Context: an optimization exercise on an open-source flow, tuned for small area. The choices shown serve that exercise and are no tape-out recipe.
Function was checked by simulation only, so behaviour that the tests miss may differ from the original.
Power figures rest on the tool's default switching activity, not on a simulated workload.

==> run F: inputs <==
==> flow/design.v (excerpt) <==
module uart_frame_top (
  input  logic        clk,
  input  logic        rst,        
  input  logic        key0,       
  input  logic        key1,       
  input  logic        sw0,        
  output logic        uart_tx
);
  logic [3:0] k;       
  logic       h;       
  logic [6:0] f;       
  logic [3:0] bidx;    
  logic       capt;    
  wire k9 = k[3] & k[0];
  wire k0 = (k == 4'd0);
  wire k4 = (k == 4'd4);
  wire cap_end = k9 & (f == 7'd47 || f[6:2] == 5'b01100);
  wire t0      = (f == 7'd47) & ~k[0];
  wire [3:0] tk = {k9 | (&k[2:0]), ~k[3] & (&k[1:0]), k[0] & ~k[3], 1'b1};
  wire [6:0] tf;
  wire [3:0] ti;
  wire       ie = k9 & capt;
  assign tf[0] = k[0];
  assign ti[0] = ie;
  for (genvar i = 1; i < 7; i++) begin : g_tf
    assign tf[i] = tf[i-1] & f[i-1];
  end
  for (genvar i = 1; i < 4; i++) begin : g_ti
    assign ti[i] = ti[i-1] & bidx[i-1];
  end
  wire wf = k[0] & (&f);
  wire wi = ie & (&bidx);
  always_ff @(posedge clk) begin
    if (rst) begin
      k <= 4'd0; h <= 1'b0; f <= 7'd124; bidx <= 4'd7; capt <= 1'b0;
    end else begin
      k    <= k ^ tk;
      h    <= h ^ k9;
      f    <= (f ^ tf) | {2'b0, wf, wf, 1'b0, wf, 1'b0};
      bidx <= (bidx ^ ti) | {1'b0, {3{wi}}};
      if (k9) capt <= cap_end;
    end
  end
  logic [9:0] rt;
  logic       cyt;
  logic       bstep;       
  logic       init;        
  wire [4:0] bv = rt[5:1];
  wire [4:0] cv = {rt[0], rt[9:6]};
  wire tick_ball   = k9 & h & (&bv);
  wire tick_ai     = k9 & h & (&cv);
  ...
Settings: LEC_CHECK=0, CAP_MARGIN=20, CORE_MARGIN=2, CORE_UTILIZATION=75, CTS_BUF_LIST=sky130_fd_sc_hd__clkbuf_4, SLEW_MARGIN=20; clock period 10.0 ns.
standard.sh (not shown) runs the stock make flow with config.mk's settings and CLKGATE_MAP_FILE= SYNTH_SCRIPT=/design/flow/synth_recipe.tcl, a recipe that flattens the netlist after the stock synthesis.
==> flow/flow/run.sh <==
#!/bin/bash
# The standard layout (standard.sh: ORFS synthesis to final layout), with
# three settings passed to ORFS through its environment:
# - clock tree synthesis adds no dummy load cells,
# - the input and output ports are buffered with buf_1,
# - after global routing, gates off the critical paths are downsized.
# Each ORFS step writes its own log under orfs/logs; make's output goes to
# standard.log.
set -euo pipefail
export CTS_ARGS="-sink_clustering_enable -repair_clock_nets -dont_use_dummy_load -buf_list sky130_fd_sc_hd__clkbuf_4"
export BUFFER_PORTS_ARGS="-buffer_cell sky130_fd_sc_hd__buf_1"
export RECOVER_POWER=100
bash standard.sh > standard.log 2>&1
==> inputs of run P, as changes to run F <==
--- a/flow/design.v
+++ b/flow/design.v
@@ -123,12 +123,13 @@
           if (tbe & h2) vxn <= 1'b1;
         end
       end
     end
   end
   logic ballc, sclr;           
+  logic bxdir, p1dir, p2dir;
   logic cy_p1, cy_p2, cy_bx, cy_by, cy_s1, cy_s2;
   always_ff @(posedge clk) begin
     if (rst) begin
       init  <= 1'b1;
       bstep <= 1'b1;
     end else if (k9) begin
@@ -137,12 +138,15 @@
     end
   end
   always_ff @(posedge clk) begin
     if (k9) begin
       ballc <= rel_any | (tbe & miss);
       sclr  <= rel_any;
+      bxdir <= ~relp & vxn;
+      p1dir <= ~p1_up;
+      p2dir <= ~p2_up;
     end
   end
   wire src_p = init;
   wire src_b = init | ballc;
   wire src_s = init | sclr;
   wire x_p1 = src_p ? k_7   : rp1[0];
@@ -160,27 +164,27 @@
       cy_p2 <= ai_go;
       cy_bx <= tbe & ~miss;
       cy_by <= tbe & ~miss & ~bounce;
       cy_s1 <= tbe & miss_r;
       cy_s2 <= tbe & miss_l;
     end else begin
-      cy_p1 <= cy_p1 & (x_p1 ^ rp1[9]);
-      cy_p2 <= cy_p2 & (x_p2 ^ rp2[9]);
-      cy_bx <= cy_bx & (x_bx ^ rbx[9]);
+      cy_p1 <= cy_p1 & (x_p1 ^ p1dir);
+      cy_p2 <= cy_p2 & (x_p2 ^ p2dir);
+      cy_bx <= cy_bx & (x_bx ^ bxdir);
       cy_by <= cy_by & (x_by ^ vyn);
       cy_s1 <= cy_s1 & x_s1;
       cy_s2 <= cy_s2 & x_s2;
     end
   end
   wire o_p1 = x_p1 ^ cy_p1;
   wire o_p2 = x_p2 ^ cy_p2;
   wire o_by = x_by ^ cy_by;
   always_ff @(posedge clk) begin
-    rp1 <= {k9 ? ~p1_up : o_p1, rp1[9:1]};
-    rp2 <= {k9 ? ~p2_up : o_p2, rp2[9:1]};
-    rbx <= {k9 ? (~relp & vxn) : (x_bx ^ cy_bx), rbx[9:1]};
+    rp1 <= {o_p1, rp1[9:1]};
+    rp2 <= {o_p2, rp2[9:1]};
+    rbx <= {x_bx ^ cy_bx, rbx[9:1]};
     rby <= {o_by, rby[9:1]};
     rs1 <= {x_s1 ^ cy_s1, rs1[9:1]};
     rs2 <= {x_s2 ^ cy_s2, rs2[9:1]};
   end
   logic bw1, lt50a, bw2, lt50b, lt25, gt25;
   wire dd1  = o_by ^ o_p1 ^ bw1;
==> flow/flow/run.sh (replaced) <==
#!/bin/bash
set -euo pipefail
export CTS_ARGS="-sink_clustering_enable -repair_clock_nets -dont_use_dummy_load -buf_list sky130_fd_sc_hd__clkbuf_4"
export BUFFER_PORTS_ARGS="-buffer_cell sky130_fd_sc_hd__buf_1"
export RECOVER_POWER=100
bash standard.sh > standard.log 2>&1
- CORE_UTILIZATION: 75 -> 40
==> inputs of run H, as changes to run F <==
--- a/flow/design.v
+++ b/flow/design.v
@@ -123,12 +123,13 @@
           if (tbe & h2) vxn <= 1'b1;
         end
       end
     end
   end
   logic ballc, sclr;           
+  logic bxdir, p1dir, p2dir;
   logic cy_p1, cy_p2, cy_bx, cy_by, cy_s1, cy_s2;
   always_ff @(posedge clk) begin
     if (rst) begin
       init  <= 1'b1;
       bstep <= 1'b1;
     end else if (k9) begin
@@ -137,12 +138,15 @@
     end
   end
   always_ff @(posedge clk) begin
     if (k9) begin
       ballc <= rel_any | (tbe & miss);
       sclr  <= rel_any;
+      bxdir <= ~relp & vxn;
+      p1dir <= ~p1_up;
+      p2dir <= ~p2_up;
     end
   end
   wire src_p = init;
   wire src_b = init | ballc;
   wire src_s = init | sclr;
   wire x_p1 = src_p ? k_7   : rp1[0];
@@ -160,27 +164,27 @@
       cy_p2 <= ai_go;
       cy_bx <= tbe & ~miss;
       cy_by <= tbe & ~miss & ~bounce;
       cy_s1 <= tbe & miss_r;
       cy_s2 <= tbe & miss_l;
     end else begin
-      cy_p1 <= cy_p1 & (x_p1 ^ rp1[9]);
-      cy_p2 <= cy_p2 & (x_p2 ^ rp2[9]);
-      cy_bx <= cy_bx & (x_bx ^ rbx[9]);
+      cy_p1 <= cy_p1 & (x_p1 ^ p1dir);
+      cy_p2 <= cy_p2 & (x_p2 ^ p2dir);
+      cy_bx <= cy_bx & (x_bx ^ bxdir);
       cy_by <= cy_by & (x_by ^ vyn);
       cy_s1 <= cy_s1 & x_s1;
       cy_s2 <= cy_s2 & x_s2;
     end
   end
   wire o_p1 = x_p1 ^ cy_p1;
   wire o_p2 = x_p2 ^ cy_p2;
   wire o_by = x_by ^ cy_by;
   always_ff @(posedge clk) begin
-    rp1 <= {k9 ? ~p1_up : o_p1, rp1[9:1]};
-    rp2 <= {k9 ? ~p2_up : o_p2, rp2[9:1]};
-    rbx <= {k9 ? (~relp & vxn) : (x_bx ^ cy_bx), rbx[9:1]};
+    rp1 <= {o_p1, rp1[9:1]};
+    rp2 <= {o_p2, rp2[9:1]};
+    rbx <= {x_bx ^ cy_bx, rbx[9:1]};
     rby <= {o_by, rby[9:1]};
     rs1 <= {x_s1 ^ cy_s1, rs1[9:1]};
     rs2 <= {x_s2 ^ cy_s2, rs2[9:1]};
   end
   logic bw1, lt50a, bw2, lt50b, lt25, gt25;
   wire dd1  = o_by ^ o_p1 ^ bw1;
==> flow/flow/run.sh (replaced) <==
#!/bin/bash
set -euo pipefail
export CTS_ARGS="-sink_clustering_enable -repair_clock_nets -dont_use_dummy_load -buf_list sky130_fd_sc_hd__clkbuf_4"
export BUFFER_PORTS_ARGS="-buffer_cell sky130_fd_sc_hd__buf_1"
export RECOVER_POWER=100
bash standard.sh > standard.log 2>&1
- CORE_UTILIZATION: 75 -> 60
==> inputs of run R, as changes to run F <==
==> flow/design.v (replaced) <==
module uart_frame_top (
  input  logic        clk,
  input  logic        rst,        
  input  logic        key0,       
  input  logic        key1,       
  input  logic        sw0,        
  output logic        uart_tx
);
  logic [3:0] k;       
  logic       h;       
  logic [4:0] b;       
  logic [4:0] c;       
  logic [6:0] f;       
  logic [3:0] bidx;    
  wire k9          = k[3] & k[0];
  wire w20         = k9 & h;
  wire tick_ball   = w20 & (&b);
  wire tick_ai     = w20 & (&c);
  wire tick_paddle = tick_ball | (k9 & ~h & (b == 5'd19));
  wire cap_end = k9 & (f == 7'd47 || f[6:2] == 5'b01100);
  wire t0      = (f == 7'd47) & ~k[0];
  logic capt;          
  always_ff @(posedge clk) begin
    if (rst) begin
      k <= 4'd0; h <= 1'b0; b <= 5'd7; c <= 5'd0; f <= 7'd124; bidx <= 4'd7;
      capt <= 1'b0;
    end else begin
      k <= k9 ? 4'd0 : k + 4'd1;
      if (k9) h <= ~h;
      if (w20) begin
        b <= (&b) ? 5'd7 : b + 5'd1;
        c <= c + 5'd1;
      end
      if (k[0]) f <= (&f) ? 7'd26 : f + 7'd1;
      if (k9) capt <= cap_end;
      if (k9 & capt) bidx <= (&bidx) ? 4'd7 : bidx + 4'd1;
    end
  end
  logic [7:0] lfsr;
  logic       lfsr_fb;
  always_ff @(posedge clk) begin
    if (rst) begin
      lfsr    <= 8'hA5;
      lfsr_fb <= 1'b0;
    end else if (tick_ball) begin
      lfsr_fb <= lfsr[7] ^ lfsr[5] ^ lfsr[4] ^ lfsr[3];
      lfsr    <= {lfsr[6:0], lfsr_fb};
    end
  end
  logic [9:0] rp1, rp2, rbx, rby, rs1, rs2;
  wire [7:0] p1v = rp1[8:1];
  wire [7:0] p2v = rp2[8:1];
  wire [8:0] bxv = rbx[9:1];
  wire [7:0] byv = rby[8:1];
  wire k_7   = (k == 4'd7);
  wire k_200 = k_7 | (k == 4'd3) | (k == 4'd6);
  logic prev_sw;       
  logic relp;          
  logic vxn, vyn;      
  logic hit1, hit2, gt2, lt2;    
  wire play_en = ~sw0;
  wire rel_now = play_en & prev_sw;
  wire p1_up = ~key0 && p1v != 8'd206;
  wire p1_dn = ~p1_up && ~key1 && p1v != 8'd0;
  wire p2_up = gt2 && p2v != 8'd206;
  wire p2_dn = ~p2_up && lt2 && p2v != 8'd0;
  wire miss_l = ~relp & vxn & (bxv == 9'd0);
  wire miss_r = ~relp & ~vxn & (bxv == 9'd399);
  wire miss   = miss_l | miss_r;
  wire bounce = ~relp & (vyn ? (byv == 8'd0) : (byv == 8'd255));
  wire h1     = ~relp & vxn & (bxv == 9'd26) & hit1;
  wire h2     = ~relp & ~vxn & (bxv >= 9'd373) & hit2;
  wire tbe    = tick_ball & play_en & ~rel_now;
  wire pad_go = tick_paddle & play_en & (p1_up | p1_dn);
  wire ai_go  = tick_ai & play_en & lfsr[0] & lfsr[1] & (p2_up | p2_dn);
  always_ff @(posedge clk) begin
    if (rst) begin
      prev_sw <= 1'b1;
      relp    <= 1'b0;
      vxn     <= 1'b0;
      vyn     <= 1'b0;
    end else begin
      prev_sw <= sw0;
      relp    <= ~k9 & (relp | rel_now);
      if (rel_now) begin
        vxn <= 1'b0;
        vyn <= ~lfsr[0];
      end else if (tbe) begin
        if (miss) begin
          vxn <= miss_r;
          vyn <= ~lfsr[0];
        end else begin
          if (bounce) vyn <= ~vyn;
          if (h1) vxn <= 1'b0;
          if (h2) vxn <= 1'b1;
        end
      end
    end
  end
  logic init;                  
  logic ballc, sclr;           
  logic bxdir, bydir, p1dir, p2dir;
  logic cy_p1, cy_p2, cy_bx, cy_by, cy_s1, cy_s2;
  always_ff @(posedge clk) begin
    if (rst) init <= 1'b1;
    else if (k9) init <= 1'b0;
  end
  always_ff @(posedge clk) begin
    if (k9) begin
      ballc <= rel_now | relp | (tbe & miss);
      sclr  <= rel_now | relp;
      bxdir <= vxn;
      bydir <= vyn;
      p1dir <= ~p1_up;
      p2dir <= ~p2_up;
    end
  end
  wire src_p = init;
  wire src_b = init | ballc;
  wire src_s = init | sclr;
  wire x_p1 = src_p ? k_7   : rp1[0];
  wire x_p2 = src_p ? k_7   : rp2[0];
  wire x_bx = src_b ? k_200 : rbx[0];
  wire x_by = src_b ? k_7   : rby[0];
  wire x_s1 = ~src_s & rs1[0];
  wire x_s2 = ~src_s & rs2[0];
  logic bw1, lt50a, bw2, lt50b, lt25, gt25;
  wire o_p1 = x_p1 ^ cy_p1;
  wire o_p2 = x_p2 ^ cy_p2;
  wire o_by = x_by ^ cy_by;
  wire dd1  = o_by ^ o_p1 ^ bw1;
  wire dd2  = o_by ^ o_p2 ^ bw2;
  wire k_50 = (k == 4'd1) | (k == 4'd4) | (k == 4'd5);
  wire k_25 = (k == 4'd0) | (k == 4'd3) | (k == 4'd4);
  always_ff @(posedge clk) begin
    if (k9) begin
      bw1 <= 1'b0; lt50a <= 1'b0; bw2 <= 1'b0; lt50b <= 1'b0; lt25 <= 1'b0; gt25 <= 1'b0;
    end else if (~k[3]) begin
      bw1   <= (~o_by & o_p1) | (~(o_by ^ o_p1) & bw1);
      bw2   <= (~o_by & o_p2) | (~(o_by ^ o_p2) & bw2);
      lt50a <= k_50 ? (~dd1 | lt50a) : (~dd1 & lt50a);
      lt50b <= k_50 ? (~dd2 | lt50b) : (~dd2 & lt50b);
      lt25  <= k_25 ? (~dd2 | lt25) : (~dd2 & lt25);
      gt25  <= k_25 ? (dd2 & gt25) : (dd2 | gt25);
    end
  end
  assign hit1 = ~bw1 & lt50a;
  assign hit2 = ~bw2 & lt50b;
  assign gt2  = relp ? (p2v < 8'd103) : (~bw2 & gt25);
  assign lt2  = relp ? (p2v > 8'd103) : (bw2 | lt25);
  always_ff @(posedge clk) begin
    if (rst) begin
      cy_p1 <= 1'b0; cy_p2 <= 1'b0; cy_bx <= 1'b0;
      cy_by <= 1'b0; cy_s1 <= 1'b0; cy_s2 <= 1'b0;
    end else if (k9) begin
      cy_p1 <= pad_go;
      cy_p2 <= ai_go;
      cy_bx <= tbe & ~miss;
      cy_by <= tbe & ~miss & ~bounce;
      cy_s1 <= tbe & miss_r;
      cy_s2 <= tbe & miss_l;
    end else begin
      cy_p1 <= cy_p1 & (x_p1 ^ p1dir);
      cy_p2 <= cy_p2 & (x_p2 ^ p2dir);
      cy_bx <= cy_bx & (x_bx ^ bxdir);
      cy_by <= cy_by & (x_by ^ bydir);
      cy_s1 <= cy_s1 & x_s1;
      cy_s2 <= cy_s2 & x_s2;
    end
  end
  always_ff @(posedge clk) begin
    rp1 <= {x_p1 ^ cy_p1, rp1[9:1]};
    rp2 <= {x_p2 ^ cy_p2, rp2[9:1]};
    rbx <= {x_bx ^ cy_bx, rbx[9:1]};
    rby <= {x_by ^ cy_by, rby[9:1]};
    rs1 <= {x_s1 ^ cy_s1, rs1[9:1]};
    rs2 <= {x_s2 ^ cy_s2, rs2[9:1]};
  end
  logic ovr;
  always_ff @(posedge clk)
    if (t0) ovr <= relp;
  logic stream;
  always_comb begin
    case (bidx)
      4'd7:    stream = k[0];                           
      4'd8:    stream = rp1[0];
      4'd9:    stream = rp2[0];
      4'd10:   stream = ~ovr & (k == 4'd0) & rbx[8];    
      4'd11:   stream = ovr ? k_200 : rbx[0];
      4'd12:   stream = 1'b0;                           
      4'd13:   stream = ovr ? k_7 : rby[0];
      4'd14:   stream = ~ovr & rs1[0];
      default: stream = ~ovr & rs2[0];
    endcase
  end
  logic [7:0] hold;
  wire hold_sh = (capt & ~k[3]) | (f[6] & (&f[2:0]) & k[0]);
  always_ff @(posedge clk) begin
    if (rst)          hold[0] <= 1'b1;
    else if (hold_sh) hold[0] <= hold[1];
  end
  always_ff @(posedge clk)
    if (hold_sh) hold[7:1] <= {stream, hold[7:2]};
  assign uart_tx = f[6] ? hold[0] : ~(&f[5:3]);
endmodule
==> flow/run.sh (new file) <==
#!/bin/bash
# synth_recipe.tcl (not shown) runs the flow's synth.tcl, then flattens the netlist and writes it again
# the make line also repeats each setting of config.mk as NAME=value (left out here)
make -C /OpenROAD-flow-scripts/flow DESIGN_CONFIG=/design/flow/config.mk WORK_HOME=/design/flow/orfs CLKGATE_MAP_FILE= SYNTH_SCRIPT=/design/flow/synth_recipe.tcl finish
- CORE_UTILIZATION: 75 -> 40
- CTS_BUF_LIST: sky130_fd_sc_hd__clkbuf_4 -> default
removed: flow/flow/run.sh
removed: flow/standard.sh
==> qor summary <==
metric	run H	run R	run F	run P
Path depth of the worst reg2reg path	7	10	8	7
Largest fanout of any net on the critical path	24	9	25	30
Share of the synthesized netlist area taken by xor and xnor gates	0.0275	0.0332	0.0276	0.0275
Die area	8150 µm²	12800 µm²	6560 µm²	12000 µm²
Global-route wire length before repair	13500 µm	15500 µm	13800 µm	13600 µm
Max VDD drop	0.149 mV	0.0933 mV	0.175 mV	0.0901 mV
Synthesized instance count	393	466	411	393
Fraction of area in multi-input gates	0.342	0.348	0.361	0.335
Die span in x	90.3 µm	113 µm	81.0 µm	110 µm
Total via count after detailed routing	2773	3319	3041	2777
Run status	timing/DRC/antenna clean	timing/DRC/antenna clean	timing/DRC/antenna clean	timing/DRC/antenna clean
Power consumed by combinational cells	0.0498 mW	0.0488 mW	0.0673 mW	0.0489 mW
Seq group	0.577 mW	0.553 mW	0.567 mW	0.575 mW
Area of the multi-input gates	1600 µm²	1930 µm²	1670 µm²	1580 µm²
Post-Syn Area	4460 µm²	4750 µm²	4450 µm²	4460 µm²
Largest net degree at the start of global routing	31	34	31	31
Internal power	0.653 mW	0.971 mW	0.651 mW	0.653 mW
Area fraction in compound gates after synthesis	0.0992	0.110	0.104	0.0992
Clock network power share	0.268	0.513	0.261	0.269
Top cell type's share of synthesized area	0.529	0.480	0.531	0.529
Avg Vias per Cell	5.50	5.27	6.14	5.10
Final GP Congestion	0.817	0.809	0.887	0.820
Overall fraction of global-route tracks in use	0.216	0.156	0.287	0.154

==> what the ideal ports hide <==
Ports are ideal in the flow. The routed layouts listed here were re-timed in OpenROAD. Step 1, drivers: a clkbuf_16 drives clk and a buf_2 each remaining input, both assumed. Step 2, shift: input delay + t, output delay - t, t = (earliest + latest rising clock arrival at the registers) / 2. This alone moves slack from input paths to output paths. Three values: no drivers, after step 1, after step 2; two values: the first two.
run | shift t [ns] | setup WS [ns] | worst setup path at the end | clock arrival spread, ns | cell pins on the clock port's net
run F | 0.512 | 6.486 / 6.486 / 6.425 | input to register | 0.044 / 0.044 | 1
run P | 0.516 | 6.680 / 6.683 / 6.173 | input to register | 0.046 / 0.045 | 1
run H | 0.524 | 6.670 / 6.670 / 6.200 | input to register | 0.048 / 0.048 | 1
run R | 0.451 | 6.207 / 6.168 / 6.340 | input to register | 0.008 / 0.008 | 1
After both steps every run listed still meets setup and hold. For run P, which loses most, drivers alone change the setup slack by +0.003 ns; drivers and shift together by -0.507 ns.
